Source: an optimization exercise on an open RTL-to-GDS flow (aim: small area). Production flows keep margins and buffers that such runs may drop. Only simulation tests tie the RTL to the original design; equivalence was not proved. No run shown here takes its clock network from TritonCTS; it comes from the design's own scripts or RTL. The clock input has no modelled driver; a real chip could not lean on it and would need a root buffer or a full tree. Power figures rest on the tool's default switching activity, not on a simulated workload.

==> design/flow/design.v <==
`timescale 1ns / 1ps
module main(
    input  wire       clk,
    input  wire       rst,
    input  wire [3:0] sensor,
    input  wire [2:0] sw,
    output wire [1:0] servo
    );
localparam [1:0] IDLE = 2'd0, RIGHT = 2'd1, LEFT = 2'd2, STOP = 2'd3;
reg  [6:0] ph;
wire ph_end = ph[6] & ph[5] & ph[1] & ph[0];    
always @(posedge clk)
    if (rst || ph_end) ph <= 7'd0;
    else               ph <= ph + 7'd1;
wire tick  = (ph == 7'd49);                      
wire first = (ph == 7'd81);                      
wire last  = (ph == 7'd91);
wire [3:0] idx = ph[3:0];                        
reg [3:0] sa, sb, sc;        
wire cap = (ph == 7'd37) || (ph == 7'd39) || (ph == 7'd41);
wire sws = (ph == 7'd44);
always @(posedge clk) begin
    if (cap || (sws && !sw[2])) sa <= sb;
    if (cap) sb <= sc;
    if (cap) sc <= sensor;
    else if (sws && !sw[0]) sc <= 4'b1001;
end
function [10:0] err;
    input [3:0] s;
    err = (s == 4'b1001) ? 11'd0    :
          (s == 4'b0111) ? 11'd1548 :    
          (s == 4'b0011) ? 11'd1798 :    
          (s == 4'b1110) ? 11'd499  :
          (s == 4'b1100) ? 11'd250  :
          (s == 4'b1011) ? 11'd1923 :    
          (s == 4'b1101) ? 11'd125  :
          (s == 4'b0001) ? 11'd1882 :    
          (s == 4'b1000) ? 11'd167  : 11'd1525;   
endfunction
function [10:0] half5;
    input [3:0] s;
    half5 = (s == 4'b1001) ? 11'd500 :
            (s == 4'b0111) ? 11'd250 :
            (s == 4'b0011) ? 11'd375 :
            (s == 4'b1110) ? 11'd749 :
            (s == 4'b1100) ? 11'd625 :
            (s == 4'b1011) ? 11'd438 :
            (s == 4'b1101) ? 11'd562 :
            (s == 4'b0001) ? 11'd417 :
            (s == 4'b1000) ? 11'd583 : 11'd239;
endfunction
function [3:0] rank;
    input [3:0] s;
    rank = (s == 4'b0111) ? 4'd1 :
           (s == 4'b0011) ? 4'd2 :
           (s == 4'b0001) ? 4'd3 :
           (s == 4'b1011) ? 4'd4 :
           (s == 4'b1001) ? 4'd5 :
           (s == 4'b1101) ? 4'd6 :
           (s == 4'b1000) ? 4'd7 :
           (s == 4'b1100) ? 4'd8 :
           (s == 4'b1110) ? 4'd9 : 4'd0;
endfunction
wire [10:0] ea_v = err(sa);
wire [10:0] eb_v = err(sb);
wire [10:0] pc_v = half5(sc);
wire [11:0] ea_x = {ea_v[10], ea_v};
wire [11:0] eb_x = {eb_v[10], eb_v};
wire ea = ea_x[idx];                 
wire eb = eb_x[idx];
wire pc = pc_v[idx - 4'd1];          
wire odd_d  = ea_v[0] ^ eb_v[0];
wire corr_d = odd_d && (rank(sb) < rank(sa));    
reg c1, c2, c4, c5, ck, f500, f239;
reg [9:0] kr;                
reg [1:0] st, nx;            
reg       sl, sr;            
localparam [10:0] C500 = 11'd500, C1000 = 11'd1000, C239 = 11'd239;
wire c500  = C500[idx - 4'd1];
wire c1000 = C1000[idx - 4'd1];
wire c239  = C239[idx - 4'd1];
wire c1e = first ? (eb_v[0] | ~ea_v[0]) : c1;
wire xb  = eb ^ ~ea ^ c1e;
wire c1n = (eb & ~ea) | (eb & c1e) | (~ea & c1e);
wire dj  = xb;
wire pj  = pc;
wire c2e = first ? corr_d : c2;
wire bj  = pj ^ dj ^ c2e;
wire c2n = (pj & dj) | (pj & c2e) | (dj & c2e);
wire cont = (sl ^ sr) & (st[0] ^ st[1]);
wire cke  = first | ck;
wire kh   = kr[0];
wire knew = cont ? (kh ^ cke) : ((st != RIGHT) & c500);
wire ckn  = kh & cke;
wire kj   = last ? 1'b0 : knew;
wire c4e = first | c4;
wire c4n = (kj & ~bj) | (kj & c4e) | (~bj & c4e);
wire c5e = first | c5;
wire c5n = (c1000 & ~bj) | (c1000 & c5e) | (~bj & c5e);
wire f500n = (first | f500) & (bj == c500);
wire f239n = (first | f239) & (bj == c239);
always @(posedge clk) begin
    c1 <= c1n; c2 <= c2n; c4 <= c4n; c5 <= c5n; ck <= ckn;
    f500 <= f500n; f239 <= f239n;
    kr <= {(first | (ph > 7'd81 && ph < 7'd91)) ? knew : kh, kr[9:1]};
end
wire in_range = ~bj & c5n;
reg  [1:0] nx_new;
always @(*) begin
    case (st)
        IDLE:    nx_new = f239n ? STOP : f500n ? IDLE : (in_range & ~c4n) ? LEFT : RIGHT;
        RIGHT:   nx_new = (~in_range | c4n) ? IDLE : RIGHT;
        LEFT:    nx_new = (~in_range | c4n) ? IDLE : LEFT;
        default: nx_new = f239n ? STOP : IDLE;
    endcase
end
always @(posedge clk)
    if (rst)       nx <= RIGHT;      
    else if (last) nx <= nx_new;
always @(posedge clk)
    if (rst) begin
        st <= IDLE;
        sl <= 1'b0;
        sr <= 1'b0;
    end
    else if (tick) begin
        st <= nx;
        sl <= (st == RIGHT) || (st == IDLE && nx == IDLE);
        sr <= (st == LEFT)  || (st == IDLE && nx == IDLE);
    end
localparam [19:0] L0 = 20'hfffff, L137K = 20'h9338b, L157K = 20'hb510f, LEND = 20'hf142b;
localparam [19:0] LM = 20'haaaaa;
reg  [19:0] ls;
wire [19:0] l = ls ^ LM;
wire ld = rst | (l == LEND);
always @(posedge clk)
    ls <= (ld ? L0 : {l[18:0], l[19] ^ l[16]}) ^ LM;
reg n0, le137, le157;
always @(posedge clk) begin
    n0    <= ld;
    le137 <= ld | (le137 & (l != L137K));
    le157 <= ld | (le157 & (l != L157K));
end
reg pwm_l, pwm_r;
always @(posedge clk) begin
    pwm_l <= !rst & (n0 | (sl & le157));
    pwm_r <= !rst & (n0 | (sr & le137));
end
assign servo = {pwm_r, pwm_l};
endmodule
==> design/flow/flow/run.sh <==
#!/bin/bash
# Own layout flow:
#  2. the combinational logic between the registers, which stay untouched, is
#     re-mapped by ABC with an area-oriented script;
#  3. ORFS floorplan .. finish, with buf_1 port buffers and one clock buffer
#     in place of TritonCTS's tree (flow/cts_pre.tcl).
# Each tool writes its full output to a log file of its own in this folder.
set -euo pipefail
W=$(pwd)
F=$W/flow
R=$W/orfs/results/${FLOW_PLATFORM:-sky130hd}/main/base
LIB=$FLOW_HOME/platforms/sky130hd/lib/sky130_fd_sc_hd__tt_025C_1v80.lib

bash standard.sh synth > $W/log_1_synth.txt 2>&1
cp $R/1_2_yosys.v $W/std_synth.v

# several ABC seeds in parallel; keep the smallest result
for S in 1 2 3 4 5 6 7 8; do
  sed -e "s|@LIB@|$LIB|g" -e "s|@IN@|$W/std_synth.v|g" -e "s|@OUT@|$W/remap_$S.v|g" \
      -e "s|@SEED@|$S|g" $F/remap.ys > $W/remap_run_$S.ys
  yosys -s $W/remap_run_$S.ys > $W/log_2_remap_$S.txt 2>&1 &
done
wait
# order the seeds by area; use the smallest result that yosys proves
# equivalent to the standard synthesis (same registers), else the latter
for S in 1 2 3 4 5 6 7 8; do
  a=$(grep "Chip area for module" $W/log_2_remap_$S.txt | tail -1 | awk '{print $NF}')
  echo "${a:-999999} $S"
done | sort -g > $W/remap_order.txt
sed 's/^module main(/module gold(/' $W/std_synth.v > $W/eq_gold.v
cp $W/std_synth.v $W/remap.v
while read -r a S; do
  sed -e 's/^module main(/module gate(/' -e 's/\b_\([0-9][0-9]*\)_\b/rr_\1_/g' $W/remap_$S.v > $W/eq_gate_$S.v
  sed -e "s|@LIB@|$LIB|g" -e "s|@GOLD@|$W/eq_gold.v|g" -e "s|@GATE@|$W/eq_gate_$S.v|g" \
      $F/equiv.ys > $W/equiv_run_$S.ys
  if yosys -s $W/equiv_run_$S.ys > $W/log_2_equiv_$S.txt 2>&1; then
    echo "chosen seed $S (area $a)" >> $W/log_2_remap_choice.txt
    cp $W/remap_$S.v $W/remap.v
    break
  fi
  echo "seed $S not proven equivalent" >> $W/log_2_remap_choice.txt
done < $W/remap_order.txt
cp $W/remap.v $R/1_2_yosys.v
rm -f $R/1_synth.odb

export OWN_CLK_BUF=${OWN_CLK_BUF:-sky130_fd_sc_hd__clkbuf_8}
export OWN_CLK_GROUPS=${OWN_CLK_GROUPS:-4}
export OWN_CLK_PORT=clk
bash standard.sh "BUFFER_PORTS_ARGS=-buffer_cell sky130_fd_sc_hd__buf_1" \
    "PRE_CTS_TCL=$F/cts_pre.tcl" finish > $W/log_3_layout.txt 2>&1
==> design/flow/flow/cts_pre.tcl <==
# PRE_CTS hook: replace TritonCTS's H-tree by a one-level clock tree. The
# register clock pins are split into OWN_CLK_GROUPS groups by position (halves
# by x median, then by y median); each group gets one clock buffer at its
# centre, driven straight from the clock port. Every register sees the same
# single buffer stage. The rest of ORFS's cts.tcl (placement legalisation,
# repair_timing) runs unchanged.
rename clock_tree_synthesis orfs_clock_tree_synthesis

proc own_split { pts axis } {
  # pts: list of {iterm x y}; split into two halves by the median on axis
  set idx [expr {$axis == "x" ? 1 : 2}]
  set s [lsort -integer -index $idx $pts]
  set h [expr {[llength $s] / 2}]
  return [list [lrange $s 0 [expr {$h - 1}]] [lrange $s $h end]]
}

proc clock_tree_synthesis { args } {
  set db [ord::get_db]
  set block [ord::get_db_block]
  set clk_net [$block findNet $::env(OWN_CLK_PORT)]
  set master [$db findMaster $::env(OWN_CLK_BUF)]
  $clk_net setSigType CLOCK
  set pts {}
  foreach iterm [$clk_net getITerms] {
    set box [[$iterm getInst] getBBox]
    lappend pts [list $iterm [expr {([$box xMin] + [$box xMax]) / 2}] [expr {([$box yMin] + [$box yMax]) / 2}]]
  }
  set groups [list $pts]
  set n $::env(OWN_CLK_GROUPS)
  set axis x
  while {[llength $groups] < $n} {
    set ng {}
    foreach g $groups {
      foreach h [own_split $g $axis] { lappend ng $h }
    }
    set groups $ng
    set axis [expr {$axis == "x" ? "y" : "x"}]
  }
  set k 0
  foreach g $groups {
    set inst [odb::dbInst_create $block $master clkbuf_own_$k]
    set net [odb::dbNet_create $block clknet_own_$k]
    $net setSigType CLOCK
    set sx 0; set sy 0
    foreach p $g {
      set it [lindex $p 0]
      $it disconnect
      $it connect $net
      set sx [expr {$sx + [lindex $p 1]}]
      set sy [expr {$sy + [lindex $p 2]}]
    }
    [$inst findITerm A] connect $clk_net
    [$inst findITerm X] connect $net
    $inst setLocation [expr {$sx / [llength $g]}] [expr {$sy / [llength $g]}]
    $inst setPlacementStatus PLACED
    puts "own CTS: $::env(OWN_CLK_BUF) clkbuf_own_$k drives [llength $g] clock sinks"
    incr k
  }
}
==> design/flow/flow/equiv.ys <==
read_liberty -ignore_miss_func @LIB@
read_verilog @GOLD@
read_verilog @GATE@
hierarchy -check
flatten gold gate
opt_clean
equiv_make gold gate equiv
equiv_simple -seq 2
equiv_induct
equiv_status -assert
==> design/flow/flow/remap.ys <==
read_liberty -ignore_miss_func @LIB@
read_verilog @IN@
hierarchy -top main
# registers (and any sequential or delay cell) stay as instances
setattr -mod -set keep_hierarchy 1 sky130_fd_sc_hd__*df* sky130_fd_sc_hd__*dl* sky130_fd_sc_hd__conb*
flatten
opt -purge
abc -liberty @LIB@ -dont_use sky130_fd_sc_hd__probe_p_8 -dont_use sky130_fd_sc_hd__probec_p_8 -dont_use sky130_fd_sc_hd__lpflow_* -script +strash;&get,-n;&deepsyn,-T,150,-S,@SEED@;&put;dch,-f;amap;topo
opt_clean -purge
setundef -zero
hilomap -singleton -hicell sky130_fd_sc_hd__conb_1 HI -locell sky130_fd_sc_hd__conb_1 LO
rename -hide w:*.*
opt_clean -purge
splitnets
opt_clean -purge
setattr -mod -set blackbox 1 sky130_fd_sc_hd__*
stat -liberty @LIB@
write_verilog -noattr -nohex -nodec @OUT@
==> design/flow/standard.sh <==
#!/bin/bash
# synth_recipe.tcl (not shown) runs the flow's synth.tcl, then flattens the netlist and writes it again
# the make line also repeats each setting of config.mk as NAME=value (left out here)
make -C /OpenROAD-flow-scripts/flow DESIGN_CONFIG=/design/flow/config.mk WORK_HOME=/design/flow/orfs CLKGATE_MAP_FILE= SYNTH_SCRIPT=/design/flow/synth_recipe.tcl "${@:-finish}"
==> design/flow/config.mk <==
export PLATFORM = sky130hd
export DESIGN_NAME = main
export DESIGN_NICKNAME = main
export VERILOG_FILES = /design/flow/design.v
export SDC_FILE = /design/flow/constraint.sdc
export NUM_CORES = 4
export LEC_CHECK = 0
export CAP_MARGIN = 20
export CORE_MARGIN = 2
export CORE_UTILIZATION = 40
export SLEW_MARGIN = 20
==> design/flow/constraint.sdc <==
create_clock -name core_clock -period 14.0 [get_ports {clk}]
set_input_delay 2.8000 -clock core_clock [delete_from_list [all_inputs] [get_ports {clk}]]
set_output_delay 2.8000 -clock core_clock [all_outputs]
set_load 0.01 [all_outputs]
==> results of run 1 <==
[routing by layer]
| layer | share of wire [%] | routed length [um] | vias up | track usage, % |
|---|---|---|---|---|
| met2 | 49 | 2690 | 48 | 27.8 |
| met5 | 0 | 0 | - | 0 |
| met4 | 1.3 | 73 | 0 | 2.70 |
| met3 | 5.5 | 304 | 5 | 1.52 |
| li1 | - | - | 1163 | - |
| met1 | 44 | 2440 | 1047 | 20.9 |
[through the flow]
| stage | worst slack, ns | hold slack (ns) | utilization, % | instance area [um^2] | total power (W) |
|---|---|---|---|---|---|
| 2_1_floorplan | 10.14 | 0.310 | - | 2750 | 0.000234 |
| 3_3_place_gp | 9.51 | 0.312 | 42.9 | 2880 | 0.000241 |
| 3_5_place_dp | 9.54 | 0.314 | 42.9 | 2880 | 0.000242 |
| 4_1_cts | 9.52 | 0.314 | 43.7 | 2940 | 0.000298 |
| 5_1_grt | 8.97 | 0.341 | 43.7 | 2940 | 0.000326 |
| 6_report | 9.49 | 0.333 | 43.7 | 2940 | 0.000310 |
[sequential cells by signal, summed over array words and instances, names as in the netlist, 2 cells and up]
name	count
sc	4
ls	20
nx	2
ph	7
sb	4
kr	10
st	2
sa	4
[power breakdown]
group | leakage (nW) | total, W | internal (W) | switching (W)
Clock | 0.0288 | 0.0000721 | 0.0000265 | 0.0000456
Sequential | 0.554 | 0.000204 | 0.000200 | 0.00000352
Combinational | 0.378 | 0.0000341 | 0.0000124 | 0.0000217
Total | 0.960 | 0.000310 | 0.000239 | 0.0000709
[cell type report]
| cell class | count | area, um^2 |
|---|---|---|
| Fill cell | 678 | 3780 |
| Tap cell | 80 | 100 |
| Inverter | 40 | 150 |
| Buffer | 4 | 55.1 |
| Multi-Input combinational cell | 216 | 1140 |
| Sequential cell | 67 | 1460 |
| Timing Repair Buffer | 9 | 33.8 |
[worst paths after layout]
kind / end / slack, ns / depth (start not counted)
min: kr[4]$_DFF_P_ / 0.33 / 0
min reg2reg: kr[4]$_DFF_P_ / 0.33 / 0
max: nx[0]$_SDFFE_PP1P_ / 9.49 / 17
max reg2reg: nx[0]$_SDFFE_PP1P_ / 9.49 / 17
[worst register-to-register path, cell delays in order (launching register included)]
cell                       delay (ns)
sky130_fd_sc_hd__dfxtp_1         0.57
sky130_fd_sc_hd__clkinv_1        0.37
sky130_fd_sc_hd__nor2_1          0.41
sky130_fd_sc_hd__clkinv_1        0.27
sky130_fd_sc_hd__nor2_1          0.30
sky130_fd_sc_hd__o22ai_1         0.14
sky130_fd_sc_hd__o21ai_0         0.26
sky130_fd_sc_hd__nor2_1          0.10
sky130_fd_sc_hd__a21o_1          0.17
sky130_fd_sc_hd__nor2_1          0.12
sky130_fd_sc_hd__a21oi_1         0.08
sky130_fd_sc_hd__o21ai_0         0.62
sky130_fd_sc_hd__o21ai_0         0.20
sky130_fd_sc_hd__o21ai_0         0.15
sky130_fd_sc_hd__o21ai_0         0.16
sky130_fd_sc_hd__a31o_1          0.22
sky130_fd_sc_hd__o21a_1          0.09
sky130_fd_sc_hd__or2_0           0.18
==> key figures, run 1 <==
GRT
  • Total routing usage reported by global routing: 15.6%
  • First-pass GRT wire length: 9.98 mm
  • Via count of the first global-routing pass: 2,261
  • Number of antenna violations at the first check in global routing: 0
  • Maximum number of pins on one net before global-route repair: 18
  • GR Overflow Total: 0

Placed design
  • Final weighted congestion in routability-driven placement: 0.913
  • Port Buf Inserts: 9
  • HPWL after detailed placement: 4.20 mm
  • Number of instances in the placed design: 412

Worst setup path
  • Max incr delay on CP: roughly 0.62 ns
  • Most common cell type on the critical path: sky130_fd_sc_hd__o21ai_0
  • CP top delay family: compound AO/OA/AOI/OAI gates
  • Critical path start-end classification: reg -> reg
  • Critical path launch point type: flip-flop
  • Series of cell instances along the critical path: clkinv_1 > nor2_1 > clkinv_1 > nor2_1 > o22ai_1 > o21ai_0 > nor2_1 > a21o_1 > nor2_1 > a21oi_1 > o21ai_0 > o21ai_0 > o21ai_0 > o21ai_0 > a31o_1 > o21a_1 > or2_0
  • Slowest stage cell on the critical path: sky130_fd_sc_hd__o21ai_0
  • Capturing element type of the critical path: flip-flop
  • Data arrival at the endpoint of the critical path: 4.56 ns
  • Critical register-to-register path startpoint: ph[0]$_SDFF_PP0_
  • Critical path buffer and inverter count: 2
  • Max Fanout on Critical Path: 10
  • CP Data Required Time: 14.05 ns
  • Start point of the critical path: ph[0]$_SDFF_PP0_

Timing
  • Clock Skews: 0.0141 ns
  • Number of hold-slack violations in the final timing report: 0
  • RSZ-0062 raised after global routing: no
  • Post-route clock period utilization: approximately a third
  • Total negative setup slack: 0 ns
  • Final setup violating endpoints: 0
  • Actual transition at the worst max-transition pin: 0.718 ns
  • Max-slew headroom at the worst pin: approximately half
  • Achievable Freq: 221 MHz
  • Time the final worst path needs with I/O delays and setup: between 4 and 5 ns
  • Max-slew violations: 0

Run
  • Max-cap violation count: 0

Worst hold path
  • Launch point of the worst hold path: kr[5]$_DFF_P_
  • Worst hold path class: reg -> reg

Drt
  • Routed wirelength normalized by instance count: around 13 um
  • Post-DR vias/cell: between 5 and 6
  • Routed WL: between 5 and 6 mm
  • Detailed Routing Iterations Pass 1: 4
  • ANT nets after route: 0
  • Drt initial violations: 160
  • DRC viols: 0
  • Vias: 2,263

Finish
  • Post-Layout Cell Count: between 400 and 500
  • Diodes inserted: 0
  • Most frequent cells in the layout: sky130_fd_sc_hd__nor2_1, sky130_fd_sc_hd__dfxtp_1, sky130_fd_sc_hd__clkinv_1, sky130_fd_sc_hd__o21ai_0, sky130_fd_sc_hd__nand2_1
  • Final #Nets: 347
  • Proportion of layout cells with a drive suffix above 1: 1.19%
  • Area Growth Syn to Fin: 6.88%
  • Most common library cell in the layout ignoring fill and taps: sky130_fd_sc_hd__nor2_1

Clock tree
  • Post-CTS setup buffers: 0
  • PostCTS Resize Cnt: 0
  • Post-cts hold buffer count: 0
  • Clock-pin slew on the worst setup and hold paths: 0.11 ns
  • Clock latency at the later pin of the worst-skew pair: 0.16 ns

Die
  • Number of top-level design ports: 11
  • Number of standard-cell rows in the floorplan: 30
  • Die extent in y: around 87 um
  • Starting Density: 40.9%
  • CORE AREA: 6720 um^2
  • Die Span X: 86.9 um
  • Die outline area: 7550 um^2

Logic synthesis
  • Netlist area before placement: ~2700 um^2
  • Synthesized instance count: between 300 and 400
  • Yosys warning count: 1
  • Mean instance size in the synthesized netlist: 8.51 um^2
  • Post-Synthesis Net Count: between 300 and 400

Outcome
  • Outcome: finished clean

Power
  • Leak Pwr: 0.960 nW
  • Peak ir drop on the vdd network: 0.0677 mV
  • Pwr dens: roughly 110 nW/um^2
==> run 2: changes to the inputs <==
--- a/design/flow/design.v
+++ b/design/flow/design.v
@@ -72,5 +72,5 @@
 wire odd_d  = ea_v[0] ^ eb_v[0];
 wire corr_d = odd_d && (rank(sb) < rank(sa));    
-reg c1, c2, c4, c5, ck, f500, f239;
+reg c1, c2, c4, c5b, ck, f500, f239;    
 reg [9:0] kr;                
 reg [1:0] st, nx;            
@@ -96,12 +96,12 @@
 wire c4e = first | c4;
 wire c4n = (kj & ~bj) | (kj & c4e) | (~bj & c4e);
-wire c5e = first | c5;
+wire c5e = first | ~c5b;
 wire c5n = (c1000 & ~bj) | (c1000 & c5e) | (~bj & c5e);
 wire f500n = (first | f500) & (bj == c500);
 wire f239n = (first | f239) & (bj == c239);
 always @(posedge clk) begin
-    c1 <= c1n; c2 <= c2n; c4 <= c4n; c5 <= c5n; ck <= ckn;
+    c1 <= c1n; c2 <= c2n; c4 <= c4n; c5b <= ~c5n; ck <= ckn;
     f500 <= f500n; f239 <= f239n;
-    kr <= {(first | (ph > 7'd81 && ph < 7'd91)) ? knew : kh, kr[9:1]};
+    kr <= {(ph >= 7'd81 && ph <= 7'd91) ? knew : kh, kr[9:1]};
 end
 wire in_range = ~bj & c5n;
==> run 2 against run 1 <==
  * Clock skew rose by 0.0017 ns
  * Flip-flop and latch count is the same
  * Via count decreased by 2.5%
  * Combinational power rose by 5%
  * Global-route usage down 0.92 points
  * Routed wire length down 2.5%
  * Sequential share of layout area increased by 0.41 points
  * Sequential power about the same
  * Critical path depth down 11
  * Core utilization decreased by 0.11 points
  * Final cell count shrank 1.4%
  * Total power is 1.2% higher
  * Largest cell class unchanged
  * Largest power group unchanged
  * Highest routed layer unchanged
==> key figures, run 2 <==
Outcome
  • Outcome: finished clean

Timing
  • Achievable Freq: 229 MHz (+3.3%)
  • Actual transition at the worst max-transition pin: 0.826 ns (+0.108 ns)
  • Total negative setup slack: 0 ns (unchanged)
  • Clock Skews: 0.0158 ns (+0.00167 ns)
  • Max-slew headroom at the worst pin: 44.4% (-7.2 points)
  • Time the final worst path needs with I/O delays and setup: 4.37 ns (-0.145 ns)
  • Worst hold slack: 0.316 ns (-0.0172 ns)
  • Post-route clock period utilization: 31.2% (-1.0 points)
  • Final setup violating endpoints: 0 (unchanged)
  • Max-slew violations: 0 (unchanged)
  • RSZ-0062 raised after global routing: no
  • Number of hold-slack violations in the final timing report: 0 (unchanged)

Worst setup path
  • Start point of the critical path: rst
  • Critical path launch point type: primary input
  • Reg2reg setup slack: 9.84 ns (+0.35 ns)
  • CP Data Required Time: 14.05 ns (about the same)
  • Destination of the worst register-to-register timing path: nx[0]$_SDFFE_PP1P_
  • Max Fanout on Critical Path: 9 (-1)
  • Last element of the critical path: sl$_SDFFE_PP0N_
  • Capturing element type of the critical path: flip-flop
  • Critical path start-end classification: in -> reg
  • Reg2reg path depth: 17 (unchanged)
  • Data arrival at the endpoint of the critical path: 4.42 ns (-0.14 ns)
  • Critical register-to-register path startpoint: ph[0]$_SDFF_PP0_

Die
  • Starting Density: 40.7% (-0.24 points)
  • CORE AREA: 6680 um^2 (-0.56%)
  • Die extent in y: 86.4 um (-0.55%)
  • Number of standard-cell rows in the floorplan: 30 (unchanged)
  • Die Span X: 86.4 um (-0.55%)
  • Number of top-level design ports: 11 (unchanged)
  • Die outline area: 7470 um^2 (-1.1%)

Finish
  • Area Growth Syn to Fin: 7.23%
  • Post-layout util: 43.6% (-0.11 points)
  • Max FFs per register: 20 (unchanged)
  • Diodes inserted: 0 (unchanged)
  • Most frequent cells in the layout: sky130_fd_sc_hd__nor2_1, sky130_fd_sc_hd__dfxtp_1, sky130_fd_sc_hd__clkinv_1, sky130_fd_sc_hd__o21ai_0, sky130_fd_sc_hd__nand2_1
  • Register with the most flip-flops: ls
  • Final #Nets: 341 (-1.7%)
  • Filler cell count: 663 (-2.2%)
  • Top flop regs: ls x20, kr x10, ph x7
  • Most common library cell in the layout ignoring fill and taps: sky130_fd_sc_hd__nor2_1
  • Proportion of layout cells with a drive suffix above 1: 1.52% (+0.32 points)

Logic synthesis
  • Mean instance size in the synthesized netlist: 8.60 um^2 (+1.1%)
  • Yosys warning count: 1 (unchanged)
  • Post-Synthesis Net Count: 325 (-2.1%)
  • Netlist area before placement: 2720 um^2 (-1.1%)
  • Synthesized instance count: 316 (-2.2%)

GRT
  • Number of antenna violations at the first check in global routing: 0 (unchanged)
  • Maximum number of pins on one net before global-route repair: 18 (unchanged)
  • Total routing usage reported by global routing: 14.7% (-0.92 points)
  • GR Overflow Total: 0 (unchanged)
  • Via count of the first global-routing pass: 2,041 (-9.7%)
  • First-pass GRT wire length: 9.33 mm (-6.6%)

Placed design
  • Final weighted congestion in routability-driven placement: 0.869 (-4.8%)
  • Port Buf Inserts: 9 (unchanged)
  • HPWL after detailed placement: 4.00 mm (-4.9%)

Clock tree
  • Clock-pin slew on the worst setup and hold paths: 0.11 ns (about the same)
  • Clock latency at the later pin of the worst-skew pair: 0.16 ns (about the same)
  • Post-CTS setup buffers: 0 (unchanged)
  • Post-cts hold buffer count: 0 (unchanged)
  • PostCTS Resize Cnt: 0 (unchanged)

Drt
  • ANT nets after route: 0 (unchanged)
  • Vias: 2,207 (-2.5%)
  • Drt initial violations: 145 (-9.4%)
  • Routed wirelength normalized by instance count: 13.1 um (-1.1%)
  • Post-DR vias/cell: 5.38 (-1.0%)
  • Routed WL: 5.38 mm (-2.5%)
  • Detailed Routing Iterations Pass 1: 5 (+1)
  • DRC viols: 0 (unchanged)

Power
  • Pwr dens: 108 nW/um^2 (+2.0%)
  • Leak Pwr: 0.948 nW (-1.3%)
  • Total power after layout: 0.000314 W (+1.2%)
  • Peak ir drop on the vdd network: 0.0714 mV (+5.5%)

Worst hold path
  • Worst hold path class: reg -> reg

Run
  • Max-cap violation count: 0 (unchanged)
==> run 2: cell count changes in the layout (fill, tap and decap cells not counted), moves of 4 or more <==
cell                      before  now
sky130_fd_sc_hd__a21oi_1      11   17
sky130_fd_sc_hd__nand2_1      27   23
sky130_fd_sc_hd__nor3_1       17   11
sky130_fd_sc_hd__o21a_1        7    1
sky130_fd_sc_hd__o21ai_0      28   24
sky130_fd_sc_hd__o22ai_1       5    9
==> run 2: final cells by class <==
class                           instances  area [um^2]  area share (%)
Sequential cell                        67         1460            50.2
Timing Repair Buffer                   10         41.3            1.42
Tap cell                               80          100            3.44
Inverter                               37          139            4.77
Multi-Input combinational cell        212         1120            38.3
Buffer                                  4         55.1            1.89
==> run 2: how the worst min path moves through the flow <==
stage                       start            end  cells after the start
floorplan           kr[1]$_DFF_P_  kr[0]$_DFF_P_                      0
global placement    kr[1]$_DFF_P_  kr[0]$_DFF_P_                      0
detailed placement  kr[6]$_DFF_P_  kr[5]$_DFF_P_                      0
CTS                 kr[1]$_DFF_P_  kr[0]$_DFF_P_                      0
global route        kr[1]$_DFF_P_  kr[0]$_DFF_P_                      0
finish              kr[1]$_DFF_P_  kr[0]$_DFF_P_                      0
==> run 2: metrics by stage <==
| step | instances | area [um^2] | setup slack, ns |
|---|---|---|---|
| after detailed placement | 406 | 2860 | 9.45 |
| after CTS | 410 | 2910 | 9.44 |
| final | 410 | 2910 | 9.63 |
| after floorplan | 316 | 2720 | 10.08 |
| after global routing | 410 | 2910 | 9.13 |
| after global placement | 406 | 2860 | 9.48 |
==> run 2: per-layer routing <==
layer  part of all wire, %  GRT usage [%]
met3                   2.5          0.857
met1                    51           21.5
met2                    45           25.1
met4                   1.1           1.42
met5                     0              0
==> run 2: report_power, final <==
part / internal, W / switching, W
combinational: 0.0000128 / 0.0000229
sequential: 0.000201 / 0.00000449
clock: 0.0000265 / 0.0000457
total: 0.000241 / 0.0000731
==> run 2: worst max-delay path, stage by stage <==
cell and delay, ns:
sky130_fd_sc_hd__buf_1 0.19, sky130_fd_sc_hd__a31oi_1 0.25, sky130_fd_sc_hd__o211ai_1 0.15, sky130_fd_sc_hd__nor4_1 0.65
sky130_fd_sc_hd__or2_0 0.27, sky130_fd_sc_hd__o21ai_0 0.10

==> separate check: timing with driven ports <==
The results above use ideal ports. As a check the final layouts listed here were re-extracted and re-timed, cells and wires unchanged.
Step 1 sets driving cells, clkbuf_16 on the clock port and buf_2 on the other inputs (assumed; they add their load-dependent delay and slew).
Step 2 adds t to the input delays and takes it off the output delays; t is the mean of the earliest and latest rising clock arrival at the registers after step 1. Input paths then give back, and output paths get back, about the clock's delay inside the block.
a / b / c = no drivers / after step 1 / after step 2; a / b = the first two.
run	shift t [ns]	setup slack, ns	latest minus earliest clock arrival (ns)	worst data-port slew with drivers (ns)
run 1	0.215	9.485 / 9.485 / 9.485	0.014 / 0.014	0.03
run 2	0.211	9.630 / 9.667 / 9.456	0.016 / 0.016	0.03
After both steps every run listed still meets setup and hold. For run 2, which loses most, drivers alone change the setup slack by +0.037 ns; drivers and shift together by -0.174 ns.
